This is an optimization exercise on Yosys and OpenROAD, whose aim is small area, a short achievable clock period and few clock cycles, not a production implementation. Function was not checked in any run shown here: the RTL went through the layout flow alone.

## flow/design.v (module list and top-level ports; edited modules follow where they fit)
// module mult_generic: 1257 lines
// module sum_generic: 286 lines
// module ajuste: 17 lines
// module top_mac: 57 lines
module top_mac(rst, clk, stf, x, a, n, s, eof, i, y);
  // ...
==> flow/run.sh <==
#!/bin/bash
# synth_recipe.tcl (not shown) runs the flow's synth.tcl, then flattens the netlist and writes it again
# the make line also repeats each setting of config.mk as NAME=value (left out here)
make -C /OpenROAD-flow-scripts/flow DESIGN_CONFIG=/design/flow/config.mk WORK_HOME=/design/flow/orfs CLKGATE_MAP_FILE= SYNTH_SCRIPT=/design/flow/synth_recipe.tcl finish
==> flow/config.mk <==
export PLATFORM = sky130hd
export DESIGN_NAME = top_mac
export DESIGN_NICKNAME = top_mac
export VERILOG_FILES = /design/flow/design.v
export SDC_FILE = /design/flow/constraint.sdc
export NUM_CORES = 8
export LEC_CHECK = 0
export ABC_CLOCK_PERIOD_IN_PS = 5000
export CAP_MARGIN = 20
export CORE_MARGIN = 2
export CORE_UTILIZATION = 40
export PLACE_DENSITY = 0.45
export SETUP_SLACK_MARGIN = 3.5
export SLEW_MARGIN = 20
==> flow/constraint.sdc <==
create_clock -name core_clock -period 9.0 [get_ports {clk}]
set_input_delay 1.8000 -clock core_clock [delete_from_list [all_inputs] [get_ports {clk}]]
set_output_delay 1.8000 -clock core_clock [all_outputs]
set_load 0.01 [all_outputs]
==> out/results.ini, run 1 <==
[cells_and_area]
num-nonclk-buffers = 228
final-seq-area_um2 = 2445
multi_input_area_um2 = 18420
dominant_cells = multi-input gates
largest_register_ff_count = 60

[cts]
cts_resized = 277
clock_latency_ps = 490
root_buffer = clkbuf_16
ctsHoldBuffers = 0

[worst_setup_path]
worst-setup-path-type = reg2out
r2r-end = acc1[33].ff.b

[synthesis]
yosysMostFrequentCell = fa_1
synth_xor_area_share_pct = 15.19
yosys-top-cells-count = 373 x fa_1, 317 x xnor2_1, 281 x a22oi_1, 234 x nand2_1, 194 x inv_1
synth-seq-cells = 120
synth-edff-count = 0

[routing]
drt_first_pass_iters = 5
vias_per_cell = 5.727
post_drt_wl_per_cell_um = 26.75

[sta]
worst_slew_pin_slew_ps = 1178
relSlewSlack_pct = 21.49
rsz0062_at_grt = yes

[status]
status = complete, no violations

[die]
die_w_um = 235.6
pin_count = 94

[flow_run]
maxCapViolCount = 0

==> run 2: changes to the inputs <==
--- a/flow/config.mk
+++ b/flow/config.mk
@@ -12,3 +12,2 @@
 export PLACE_DENSITY = 0.45
-export SETUP_SLACK_MARGIN = 3.5
 export SLEW_MARGIN = 20
==> run 2 against run 1 <==
  * Utilization decreased by 4.1 points
  * Non-clock buffer count is 92 lower
  * Largest cell class unchanged
  * Hold slack gained 12 ps
  * Routed wire length fell by 6.7%
==> out/results.ini, run 2 <==
[routing]
drt_wl_total_um = 76380  ; was 81880 um
post_drt_wl_per_cell_um = 25.76  ; was 26.75 um
vias_per_cell = 5.693  ; was 5.727
drc = 0  ; unchanged
postRouteAntennaNets = 0  ; unchanged
vias = 16880  ; was 17530
drtIter0Drc = 1181  ; was 1522
drt_first_pass_iters = 6  ; was 5

[cells_and_area]
final-seq-area_um2 = 2442  ; was 2445 um^2
area_growth_pct = 9.313  ; was 19.33%
drive_above_1_share_pct = 5.534  ; was 16.60%
regMostFlops = q0  ; unchanged
antenna-diode-count = 0  ; unchanged
final_util_pct = 44.45  ; was 48.52%
final_cell_mix = 373 x fa_1, 317 x xnor2_1, 281 x a22oi_1  ; was 338 x fa_1, 310 x xnor2_1, 279 x a22oi_1
reg_top3 = q0: 60 flops, acc1.ff.b: 52 flops, i_q: 6 flops  ; unchanged
multi_input_area_um2 = 17540  ; was 18420 um^2
largest_register_ff_count = 60  ; unchanged
finalInstanceArea_um2 = 23450  ; was 25600 um^2
nets = 2780  ; was 2876
fin_cells = 2965  ; was 3061
nFillCells = 5165  ; was 5051
final_common_cell = fa_1  ; unchanged

[sta]
finalSetupViolations = 0  ; unchanged
period_needed_ps = 7508  ; was 6640 ps
skew_ps = 9.497  ; was 21.29 ps
fin_tns_setup_ps = 0  ; unchanged
rsz0062_at_grt = no  ; was yes
fmax_ghz = 0.1332  ; was 0.1506 GHz
final_hold_viol_count = 0  ; unchanged
slew_violations = 0  ; unchanged
relSlewSlack_pct = 23.08  ; was 21.49%
whs_ps = 559.3  ; was 547.2 ps
worst_slew_pin_slew_ps = 1150  ; was 1178 ps
fin_crit_sh_pct = 83.42  ; was 73.78%

[cts]
cts_inserted_buffers = 17  ; unchanged
cts_tree = built  ; unchanged
ctsHoldBuffers = 0  ; unchanged
clockBufferDepth = 2  ; unchanged
htree_levels = 4  ; unchanged
clock-sinks = 120  ; unchanged
cts_resized = 0  ; was 277
root_buffer = clkbuf_16  ; unchanged
path_clk_slew_ps = 60  ; about the same
clock_latency_ps = 490  ; about the same
cts_setup_buffers = 0  ; was 32

[synthesis]
synth_fa_ha_area_share_pct = 39.12  ; unchanged
synth_cell_types = 56  ; unchanged
yosys_warnings = 1  ; unchanged
synthArstFlopShare_pct = 6.667  ; unchanged
netlist_area_um2 = 21460  ; unchanged
synth_xor_area_share_pct = 15.19  ; unchanged
yosys.area_share.simple_pct = 7.937  ; unchanged
synth.avg_cell_area_um2 = 9.260  ; unchanged
ys_seq_area_share_pct = 11.38  ; unchanged
synth-seq-cells = 120  ; unchanged
synth-edff-count = 0  ; unchanged
yosysMostFrequentCell = fa_1  ; unchanged
synth_nets = 2833  ; unchanged
ys.flop_type = dfxtp_1  ; unchanged
synth_top_family_by_area = adder cells  ; unchanged
syn_inst = 2317  ; unchanged
synth_area_leaders = fa_1 35%, xnor2_1 13%, dfxtp_1 10%  ; unchanged
synth_area_leader_cell = fa_1  ; unchanged
synth_mux_area_share_pct = 2.239  ; unchanged
synth_compound_area_share_pct = 16.82  ; unchanged
yosys-top-cells-count = 373 x fa_1, 317 x xnor2_1, 281 x a22oi_1, 234 x nand2_1, 194 x inv_1  ; unchanged
synth_top_area_share_pct = 34.80  ; unchanged

[die]
pin_count = 94  ; unchanged
coreArea_um2 = 52760  ; unchanged
start_util_pct = 40.67  ; unchanged
fp.dieH_um = 235.6  ; unchanged
dieArea_um2 = 55510  ; unchanged
die_w_um = 235.6  ; unchanged
num_rows = 84  ; unchanged

[worst_setup_path]
worst-setup-path-type = reg2out  ; unchanged
required_ps = 7200  ; about the same
worst_setup_path_end_kind = primary output  ; unchanged
cp.arrival_ps = 5710  ; was 4840 ps
critPathLaunchType = register  ; unchanged
cp_max_fo = 4  ; unchanged

[placement]
dpl_cell_area_um2 = 22810  ; was 22870 um^2
numPortBuffers = 93  ; unchanged
routabilityCongestion = 0.8483  ; was 0.9052
dp_hpwl_um = 57250  ; was 55360 um
dp.cells = 2933  ; was 2930

[status]
status = complete, no violations  ; unchanged

[min_path]
hold_class = reg2reg  ; unchanged

[global_route]
grt_pass1_vias = 18192  ; was 17909
antenna_found_initial = 1  ; unchanged
overflow = 0  ; unchanged
grt_pass1_wl_um = 118000  ; was 117800 um
grt_max_degree = 59  ; was 113
track_usage_pct = 28.40  ; was 28.51%

[flow_run]
maxCapViolCount = 0  ; unchanged

## run 2: worst paths after layout
path,startpoint,to,slack (ps),cells after the start
worst max-delay path,acc1[0].ff.b,y[6],1490,19
worst max register to register,busy_q,acc1[38].ff.b,3680,13
max in group asynchronous,rst,run_q,7170,2
min in group asynchronous,rst,i_q[4],1580,2
worst min-delay path,i_q[4],i_q[4],560,1
worst min register to register,i_q[4],i_q[4],560,1
## run 2: area by class of cell
type,count,area share [%]
clock buffer,20,1.947
sequential,120,10.41
tap,688,3.670
multi-input combinational,1794,74.77
inverter,195,3.121
clock inverter,12,0.7469
timing repair buffer,136,5.335
## run 2: kinds of logic (layout without fill, tap and decap cells)
family,count (synthesis),in the layout
compound gates,530,530
flops,120,120
fa+ha+maj,447,447
simple gates,400,400
other cells,1,1
xor+xnor,372,372
mux,44,44
buf+inv,403,363
## run 2: through the flow
stage | setup slack (ps)
floorplan | 3023
global placement | 1777
detailed placement | 1651
CTS | 1441
global route | 990.8
finish | 1492
## run 2: layer usage
metal	part of all wire, %	vias up	global-route usage (%)	wire, um
met3	5.0	90	5.066	3845
met1	44	8795	37.93	33950
li1	-	7514	-	-
met2	49	479	47.77	37200
met5	0.017	-	0	13
met4	1.8	2	6.929	1377
## run 2: worst max-delay path, cell delays in order, from the launching register on
cell	delay, ps
dfxtp_1	310
ha_1	200
fa_1	410
a211oi_1	240
o21ai_1	160
o2111ai_1	480
nand2_1	100
inv_1	150
o21ai_0	210
a21boi_0	400
fa_1	570
and2_1	200
o31ai_1	270
a21boi_0	190
nand2_1	120
o21ai_0	140
mux2i_1	340
nor2_1	70
a21oi_1	130
clkdlybuf4s50_1	550
==> run 3: changes to the inputs <==
==> flow/flow/run.sh (new file) <==
#!/bin/bash
# Layout flow: the standard flow, with every input and output port buffered by a
# sky130_fd_sc_hd__buf_4 (which the resizer may then size) instead of the buffer that
# buffer_ports picks by itself.
set -euo pipefail
export BUFFER_PORTS_ARGS="-buffer_cell sky130_fd_sc_hd__buf_4"
bash standard.sh > standard_flow.log 2>&1
==> flow/standard.sh (new file) <==
#!/bin/bash
# synth_recipe.tcl (not shown) runs the flow's synth.tcl, then flattens the netlist and writes it again
# the make line also repeats each setting of config.mk as NAME=value (left out here)
make -C /OpenROAD-flow-scripts/flow DESIGN_CONFIG=/design/flow/config.mk WORK_HOME=/design/flow/orfs CLKGATE_MAP_FILE= SYNTH_SCRIPT=/design/flow/synth_recipe.tcl "${@:-finish}"
--- a/flow/config.mk
+++ b/flow/config.mk
@@ -12,2 +12,3 @@
 export PLACE_DENSITY = 0.45
+export SETUP_SLACK_MARGIN = 3.5
 export SLEW_MARGIN = 20
removed: flow/run.sh
==> run 3 against run 2 <==
  * Still clean
  * Via count fell by 0.47%
  * Register-to-register slack gained 820 ps
  * Synthesized area stayed put
  * Utilization increased by 1.6 points
  * Routed wire length shrank 5.5%
  * Hold slack worse by 5.3 ps
  * Fmax is 12% higher
  * Global-route usage decreased by 1.9 points
  * Critical path type unchanged
  * Largest cell class unchanged
==> out/results.ini, run 3 <==
[synthesis]
synth_top_area_share_pct = 34.80  ; unchanged
synth-edff-count = 0  ; unchanged
yosysMostFrequentCell = fa_1  ; unchanged
synth_area_leader_cell = fa_1  ; unchanged
synth-seq-cells = 120  ; unchanged
synth_nets = 2833  ; unchanged
yosys_warnings = 1  ; unchanged
synth_cell_types = 56  ; unchanged
syn_inst = 2317  ; unchanged
synthArstFlopShare_pct = 6.667  ; unchanged
ys_seq_area_share_pct = 11.38  ; unchanged
synth_area_leaders = fa_1 35%, xnor2_1 13%, dfxtp_1 10%  ; unchanged
synth.avg_cell_area_um2 = 9.260  ; unchanged
ys.flop_type = dfxtp_1  ; unchanged
yosys-top-cells-count = 373 x fa_1, 317 x xnor2_1, 281 x a22oi_1, 234 x nand2_1, 194 x inv_1  ; unchanged
netlist_area_um2 = 21460  ; unchanged

[worst_setup_path]
cp.arrival_ps = 4930  ; was 5710 ps
cp_slowest_stage_delay_ps = 440  ; was 570 ps
path_cells = ha_4, fa_2, a211oi_2, o21ai_2, o2111ai_2, a211oi_4, o21ai_4, buf_6, o41ai_4, buf_6, buf_6, o211ai_1, nand2_1, fa_2, xnor2_4, mux2_2, a21oi_2, o22ai_2, mux2_4, nand2_4, o21ai_4, mux2i_1, buf_4  ; was ha_1, fa_1, a211oi_1, o21ai_1, o2111ai_1, nand2_1, inv_1, o21ai_0, a21boi_0, fa_1, and2_1, o31ai_1, a21boi_0, nand2_1, o21ai_0, mux2i_1, nor2_1, a21oi_1, clkdlybuf4s50_1
crit_slowest_cell = fa_2  ; was fa_1
rr_worst_depth = 11  ; was 13
worst-setup-path-type = reg2out  ; unchanged
cpMostUsedCell = buf_6
worst_setup_path_end_kind = primary output  ; unchanged
r2r-end = acc1[38].ff.b  ; unchanged
startpoint = acc1[0].ff.b  ; unchanged
critPathLaunchType = register  ; unchanged
reg2reg_slack_ps = 4500  ; was 3680 ps
cp_max_fo = 4  ; unchanged
r2r_start = busy_q  ; unchanged
required_ps = 7200  ; about the same

[sta]
fin_tns_setup_ps = 0  ; unchanged
skew_ps = 13.10  ; was 9.497 ps
slew_violations = 0  ; unchanged
fmax_ghz = 0.1486  ; was 0.1332 GHz
worst_slew_pin_slew_ps = 1150  ; about the same
fin_crit_sh_pct = 74.76  ; was 83.42%
period_needed_ps = 6728  ; was 7508 ps
finalSetupViolations = 0  ; unchanged
rsz0062_at_grt = yes  ; was no
relSlewSlack_pct = 23.36  ; was 23.08%
final_hold_viol_count = 0  ; unchanged

[cells_and_area]
nets = 2802  ; was 2780
nFillCells = 5143  ; was 5165
finalInstanceArea_um2 = 24320  ; was 23450 um^2
largest_register_ff_count = 60  ; unchanged
final_common_cell = fa_1  ; unchanged
area_growth_pct = 13.34  ; was 9.313%
final_cell_mix = 349 x fa_1, 309 x xnor2_1, 279 x a22oi_1  ; was 373 x fa_1, 317 x xnor2_1, 281 x a22oi_1
regMostFlops = q0  ; unchanged
reg_top3 = q0: 60 flops, acc1.ff.b: 52 flops, i_q: 6 flops  ; unchanged
drive_above_1_share_pct = 15.62  ; was 5.534%

[min_path]
whs_endpoint = i_q[4]  ; unchanged
whs_path_depth = 1  ; unchanged
hp-start = i_q[4]  ; unchanged
hold_class = reg2reg  ; unchanged

[global_route]
antenna_found_initial = 3  ; was 1
grt_pass1_wl_um = 110800  ; was 118000 um
grt_pass1_vias = 17594  ; was 18192
track_usage_pct = 26.49  ; was 28.40%
overflow = 0  ; unchanged
grt_max_degree = 113  ; was 59

[flow_run]
maxCapViolCount = 0  ; unchanged

[routing]
post_drt_wl_per_cell_um = 24.13  ; was 25.76 um
drtIter0Drc = 1186  ; was 1181
vias = 16800  ; was 16880
drt_wl_total_um = 72160  ; was 76380 um
drc = 0  ; unchanged
vias_per_cell = 5.619  ; was 5.693
drt_first_pass_iters = 6  ; unchanged
postRouteAntennaNets = 0  ; unchanged

[placement]
dpl_cell_area_um2 = 22580  ; was 22810 um^2
routabilityCongestion = 0.8623  ; was 0.8483
numPortBuffers = 93  ; unchanged
dp_hpwl_um = 54590  ; was 57250 um

[cts]
clock_latency_ps = 470  ; was 490 ps
clockBufferDepth = 2  ; unchanged
root_buffer = clkbuf_16  ; unchanged
cts_tree = built  ; unchanged
clock-sinks = 120  ; unchanged
path_clk_slew_ps = 60  ; about the same
htree_levels = 4  ; unchanged
cts_inserted_buffers = 17  ; unchanged
ctsHoldBuffers = 0  ; unchanged

[die]
fp.dieH_um = 235.6  ; unchanged
pin_count = 94  ; unchanged
start_util_pct = 40.67  ; unchanged
dieArea_um2 = 55510  ; unchanged
coreArea_um2 = 52760  ; unchanged
die_w_um = 235.6  ; unchanged
num_rows = 84  ; unchanged

[status]
status = complete, no violations  ; unchanged

==> run 3: cell types whose count changed in the layout (fill, tap and decap cells not counted), sizes merged <==
| cell | delta |
|---|---|
| buf | +111 |
| bufinv | -2 |
| clkbuf | -2 |
| clkdlybuf4s50 | -90 |
| clkinvlp | -2 |
| diode | +3 |
| inv | +6 |
| nand2 | +1 |
==> run 3: worst max-delay path: cells and delay by family (launching register included) <==
kind | cells | cell delay, ps
DFF | 1 | 330
and+or+nand+nor | 2 | 190
AOI/OAI and AO/OA | 10 | 1490
muxes | 3 | 760
buffers and inverters | 4 | 560
adders and majority gates | 3 | 930
xor gates and xnor gates | 1 | 180
==> run 3: metal layers <==
metal	share of wire [%]	global-route usage [%]
met1	44	35.47
met2	47	42.65
met3	6.9	6.262
met4	2.2	7.778
met5	0	0
==> run 3: cells by family after synthesis <==
kind of cell / after synthesis / share of synthesized area, %
multiplexers: 44 / 2.239
flip-flops: 120 / 11.38
other: 1 / 0.01748
buffers and inverters: 403 / 7.295
AND/OR/NAND/NOR: 400 / 7.937
adder cells (fa/ha/maj): 447 / 39.12
XOR/XNOR: 372 / 15.19
AO/OA/AOI/OAI: 530 / 16.82
==> run 3: what timing repair did <==
item | 4_1_cts | 5_1_grt
gates resized for setup | 127 | 65
gates cloned | 1 | 0
endpoints found under the setup margin | 91 | 42
pin swaps | 37 | 32
endpoints found under the hold margin | 0 | 0
buffers inserted | 26 | 8
==> run 3: per-stage QoR <==
| stage | hold slack (ps) | std cells | util, % | setup slack, ps |
|---|---|---|---|---|
| 2_1_floorplan | 521.8 | 2317 | - | 3479 |
| 3_3_place_gp | 532.5 | 2920 | 42.80 | 2315 |
| 3_5_place_dp | 538.5 | 2920 | 42.80 | 2280 |
| 4_1_cts | 557.8 | 2979 | 45.45 | 2220 |
| 5_1_grt | 586.4 | 2988 | 46.08 | 2073 |
| 6_report | 554.0 | 2990 | 46.09 | 2272 |
==> run 3: worst max-delay path by stage <==
stage / end / slack [ps] / cells past startpoint
global route: y[16] / 2070 / 23
detailed placement: acc1[24].ff.b / 2280 / 14
floorplan: acc1[38].ff.b / 3480 / 15
global placement: acc1[25].ff.b / 2320 / 14
CTS: y[14] / 2220 / 21
finish: y[16] / 2270 / 23
==> run 3: layout make-up <==
| cell class | count | area, um^2 | area share, % |
|---|---|---|---|
| diodes | 3 | 7.507 | 0.03087 |
| clock inverters | 14 | 162.7 | 0.6689 |
| clock buffers | 18 | 439.2 | 1.806 |
| repair buffers | 157 | 1353 | 5.562 |
| inverters | 195 | 732.0 | 3.010 |
| well taps | 688 | 860.8 | 3.540 |
| flip-flops and latches | 120 | 2449 | 10.07 |
| multi-input cells | 1795 | 18320 | 75.31 |
==> run 4: changes to the inputs <==
--- a/flow/config.mk
+++ b/flow/config.mk
@@ -7,3 +7,3 @@
 export LEC_CHECK = 0
-export ABC_CLOCK_PERIOD_IN_PS = 5000
+export ABC_AREA = 1
 export CAP_MARGIN = 20
==> run 4 against run 3 <==
  * Still clean
  * Sequential share of layout area down 0.099 points
  * Non-clock buffer count down 1
  * Routed wire length up 13%
  * Final area up 0.83%
  * Setup slack better by 890 ps
  * Global-route usage up 3.3 points
  * Largest cell class unchanged
==> out/results.ini, run 4 <==
[global_route]
grt_pass1_wl_um = 118900  ; was 110800 um
grt_max_degree = 67  ; was 113
antenna_found_initial = 0  ; was 3
track_usage_pct = 29.76  ; was 26.49%
grt_pass1_vias = 18289  ; was 17594
overflow = 0  ; unchanged

[routing]
drt_first_pass_iters = 7  ; was 6
vias = 18119  ; was 16800
drc = 0  ; unchanged
drt_wl_total_um = 81550  ; was 72160 um
postRouteAntennaNets = 0  ; unchanged
vias_per_cell = 5.806  ; was 5.619
post_drt_wl_per_cell_um = 26.13  ; was 24.13 um
drtIter0Drc = 1718  ; was 1186

[sta]
fin_crit_sh_pct = 64.88  ; was 74.76%
skew_ps = 16.92  ; was 13.10 ps
finalSetupViolations = 0  ; unchanged
period_needed_ps = 5840  ; was 6728 ps
worst_slew_pin_slew_ps = 831.3  ; was 1150 ps
relSlewSlack_pct = 44.52  ; was 23.36%
rsz0062_at_grt = yes  ; unchanged
setup_slack_ps = 3160  ; was 2272 ps
final_hold_viol_count = 0  ; unchanged
fin_tns_setup_ps = 0  ; unchanged
whs_ps = 570.0  ; was 554.0 ps
slew_violations = 0  ; unchanged
fmax_ghz = 0.1712  ; was 0.1486 GHz

[cells_and_area]
antenna-diode-count = 0  ; was 3
fin_cells = 3121  ; was 2990
largest_register_ff_count = 60  ; unchanged
final_cell_mix = 354 x fa_1, 306 x xor2_1, 290 x nand2_1  ; was 349 x fa_1, 309 x xnor2_1, 279 x a22oi_1
reg_top3 = q0: 60 flops, acc1.ff.b: 52 flops, i_q: 6 flops  ; unchanged
drive_above_1_share_pct = 16.69  ; was 15.62%
area_growth_pct = 16.67  ; was 13.34%
final_common_cell = fa_1  ; unchanged
regMostFlops = q0  ; unchanged
nets = 2936  ; was 2802

[placement]
routabilityCongestion = 0.8932  ; was 0.8623
dp.cells = 3040  ; was 2920
dp_hpwl_um = 58690  ; was 54590 um
dpl_worst_slack_ps = 2109  ; was 2280 ps
numPortBuffers = 93  ; unchanged

[cts]
cts_tree = built  ; unchanged
clock-sinks = 120  ; unchanged
root_buffer = clkbuf_16  ; unchanged
path_clk_slew_ps = 60  ; about the same
clock_latency_ps = 500  ; was 470 ps
ctsHoldBuffers = 0  ; unchanged
htree_levels = 4  ; unchanged
cts_inserted_buffers = 17  ; unchanged
clockBufferDepth = 2  ; unchanged

[worst_setup_path]
path_delay_family = simple AND/OR/NAND/NOR gates  ; was compound AO/OA/AOI/OAI gates
crit_slowest_cell = dfxtp_1  ; was fa_2
worst-setup-path-type = reg2out  ; unchanged
critPathLaunchType = register  ; unchanged
required_ps = 7200  ; about the same
worst_setup_path_end_kind = primary output  ; unchanged
cp_slowest_stage_delay_ps = 470  ; was 440 ps
cp_max_fo = 5  ; was 4
cp.arrival_ps = 4040  ; was 4930 ps
path_buf_inv = 2  ; was 4
path_cells = ha_1, nand2_1, nor2_1, nand2_1, inv_1, a21oi_4, nand2_8, a21oi_4, o21bai_4, fa_2, xnor2_4, o21ai_1, nand3b_1, nand3b_1, nand3_2, nand3_2, nand2_2, buf_4  ; was ha_4, fa_2, a211oi_2, o21ai_2, o2111ai_2, a211oi_4, o21ai_4, buf_6, o41ai_4, buf_6, buf_6, o211ai_1, nand2_1, fa_2, xnor2_4, mux2_2, a21oi_2, o22ai_2, mux2_4, nand2_4, o21ai_4, mux2i_1, buf_4

[die]
pin_count = 94  ; unchanged
die_w_um = 233.2  ; was 235.6 um
dieArea_um2 = 54390  ; was 55510 um^2
fp.dieH_um = 233.2  ; was 235.6 um
start_util_pct = 40.24  ; was 40.67%
num_rows = 84  ; unchanged
coreArea_um2 = 52240  ; was 52760 um^2

[synthesis]
synth-edff-count = 0  ; unchanged
synth.avg_cell_area_um2 = 8.787  ; was 9.260 um^2
synth_top_family_by_area = adder cells  ; unchanged
synth_area_leader_cell = fa_1  ; unchanged
synth_xor_area_share_pct = 13.63  ; was 15.19%
synthArstFlopShare_pct = 6.667  ; unchanged
synth_top_area_share_pct = 35.53  ; was 34.80%
syn_inst = 2392  ; was 2317
synth_cell_types = 43  ; was 56
synth-seq-cells = 120  ; unchanged
ys_seq_area_share_pct = 11.62  ; was 11.38%
netlist_area_um2 = 21020  ; was 21460 um^2
yosys-top-cells-count = 373 x fa_1, 321 x nand2_1, 313 x xor2_1, 286 x o22ai_1, 283 x inv_1  ; was 373 x fa_1, 317 x xnor2_1, 281 x a22oi_1, 234 x nand2_1, 194 x inv_1
yosys_warnings = 1  ; unchanged
yosys.area_share.simple_pct = 11.41  ; was 7.937%
synth_nets = 2908  ; was 2833
synth_fa_ha_area_share_pct = 39.93  ; was 39.12%
synth_compound_area_share_pct = 14.48  ; was 16.82%
synth_mux_area_share_pct = 0  ; was 2.239%
yosysMostFrequentCell = fa_1  ; unchanged
ys.flop_type = dfxtp_1  ; unchanged
synth_area_leaders = fa_1 36%, xor2_1 13%, dfxtp_1 11%  ; was fa_1 35%, xnor2_1 13%, dfxtp_1 10%

[flow_run]
maxCapViolCount = 0  ; unchanged

[status]
status = complete, no violations  ; unchanged

[min_path]
hold_class = reg2reg  ; unchanged

==> run 4: cell types whose count changed after synthesis, sizes merged, moves of 30 or more <==
cell    before  now
xnor2      317   14
o22ai        3  286
a22oi      281    0
xor2        55  313
nand3        7  113
inv        195  300
nand2      234  325
clkbuf     144   69
o21ai       97   38
a31oi        4   39
and2        34    0
a221oi       1   31
mux2i       30    0
==> run 4: path summary, 6_finish.rpt <==
check / slack (ps) / cells after the start / startpoint / end
max reg2reg: 4510 / 13 / busy_q / acc1[34].ff.b
min in group asynchronous: 1270 / 2 / rst / run_q
max in group asynchronous: 7490 / 2 / rst / i_q[4]
max: 3160 / 18 / q0[31] / y[2]
min: 570 / 2 / i_q[5] / i_q[5]
min reg2reg: 570 / 2 / i_q[5] / i_q[5]
==> run 4: per-layer routing <==
layer / GRT usage (%) / part of all wire [%] / up-vias
li1: - / - / 7967
met1: 41.44 / 43 / 9221
met2: 46.78 / 46 / 813
met3: 6.042 / 8.5 / 118
met4: 8.479 / 2.9 / 0
met5: 0 / 0 / -
==> run 4: cell type report <==
class                      count  area, um^2
timing repair inverter         1       7.507
timing repair buffer         156        1529
inverter                     307        1237
multi-input combinational   1817       17850
clock inverter                12       148.9
clock buffer                  20       446.7
fill                        5033       27710
tap                          688       860.8
sequential                   120        2445
==> run 4: worst reg2reg max path, cell delays in order (launching register included) <==
cell and delay (ps):
dfrtp_1 480, nor2_4 70, buf_12 150, buf_4 170, nor2_4 280, inv_6 200, buf_6 270, xor2_1 210
fa_1 440, fa_1 540, fa_1 480, fa_1 510, fa_1 540, inv_1 30
==> run 4: kinds of logic after synthesis <==
| logic type | Yosys count |
|---|---|
| adders and majority gates | 447 |
| AOI/OAI and AO/OA | 470 |
| other | 1 |
| buffers and inverters | 465 |
| xor gates and xnor gates | 327 |
| and+or+nand+nor | 562 |
| DFF | 120 |
==> run 4: per-stage QoR <==
step	utilization, %	cell area (um^2)
4_1_cts	44.94	23470
6_report	46.94	24520
3_5_place_dp	42.34	22120
2_1_floorplan	-	21140
5_1_grt	46.94	24520
3_3_place_gp	42.34	22120
==> run 4: timing repair <==
item                       4_1_cts  5_1_grt
setup endpoints to repair       90       58
pin swaps                       45       44
gates resized for setup        123      154
gates cloned                     8       11
buffers inserted                11       19

-- separate check: timing with driven ports --
No port has a modelled driver above. Below, the same layouts with a new extraction and two added sets of constraints.
Step 1: set_driving_cell puts a clkbuf_16 on clk and a buf_2 on each other input, an assumption about the parent block.
Step 2 adds t to the input delays and takes it off the output delays; t is the mean of the earliest and latest rising clock arrival at the registers after step 1. Input paths then give back, and output paths get back, about the clock's delay inside the block.
a / b / c = no drivers / after step 1 / after step 2; a / b = the first two.
run | shift t [ns] | setup slack, ns | worst slew at a driven data input, ns | pins driven straight from the clock port
run 1 | 0.547 | 2.360 / 2.297 / 2.410 | 0.04 | 1
run 2 | 0.550 | 1.492 / 1.431 / 1.765 | 0.09 | 1
run 3 | 0.526 | 2.272 / 2.211 / 2.605 | 0.09 | 1
run 4 | 0.552 | 3.160 / 3.099 / 3.073 | 0.04 | 1
After both steps setup and hold are still met in every run listed. The setup slack of run 4, which loses most, moves by -0.061 ns with the drivers and by -0.087 ns with both steps.
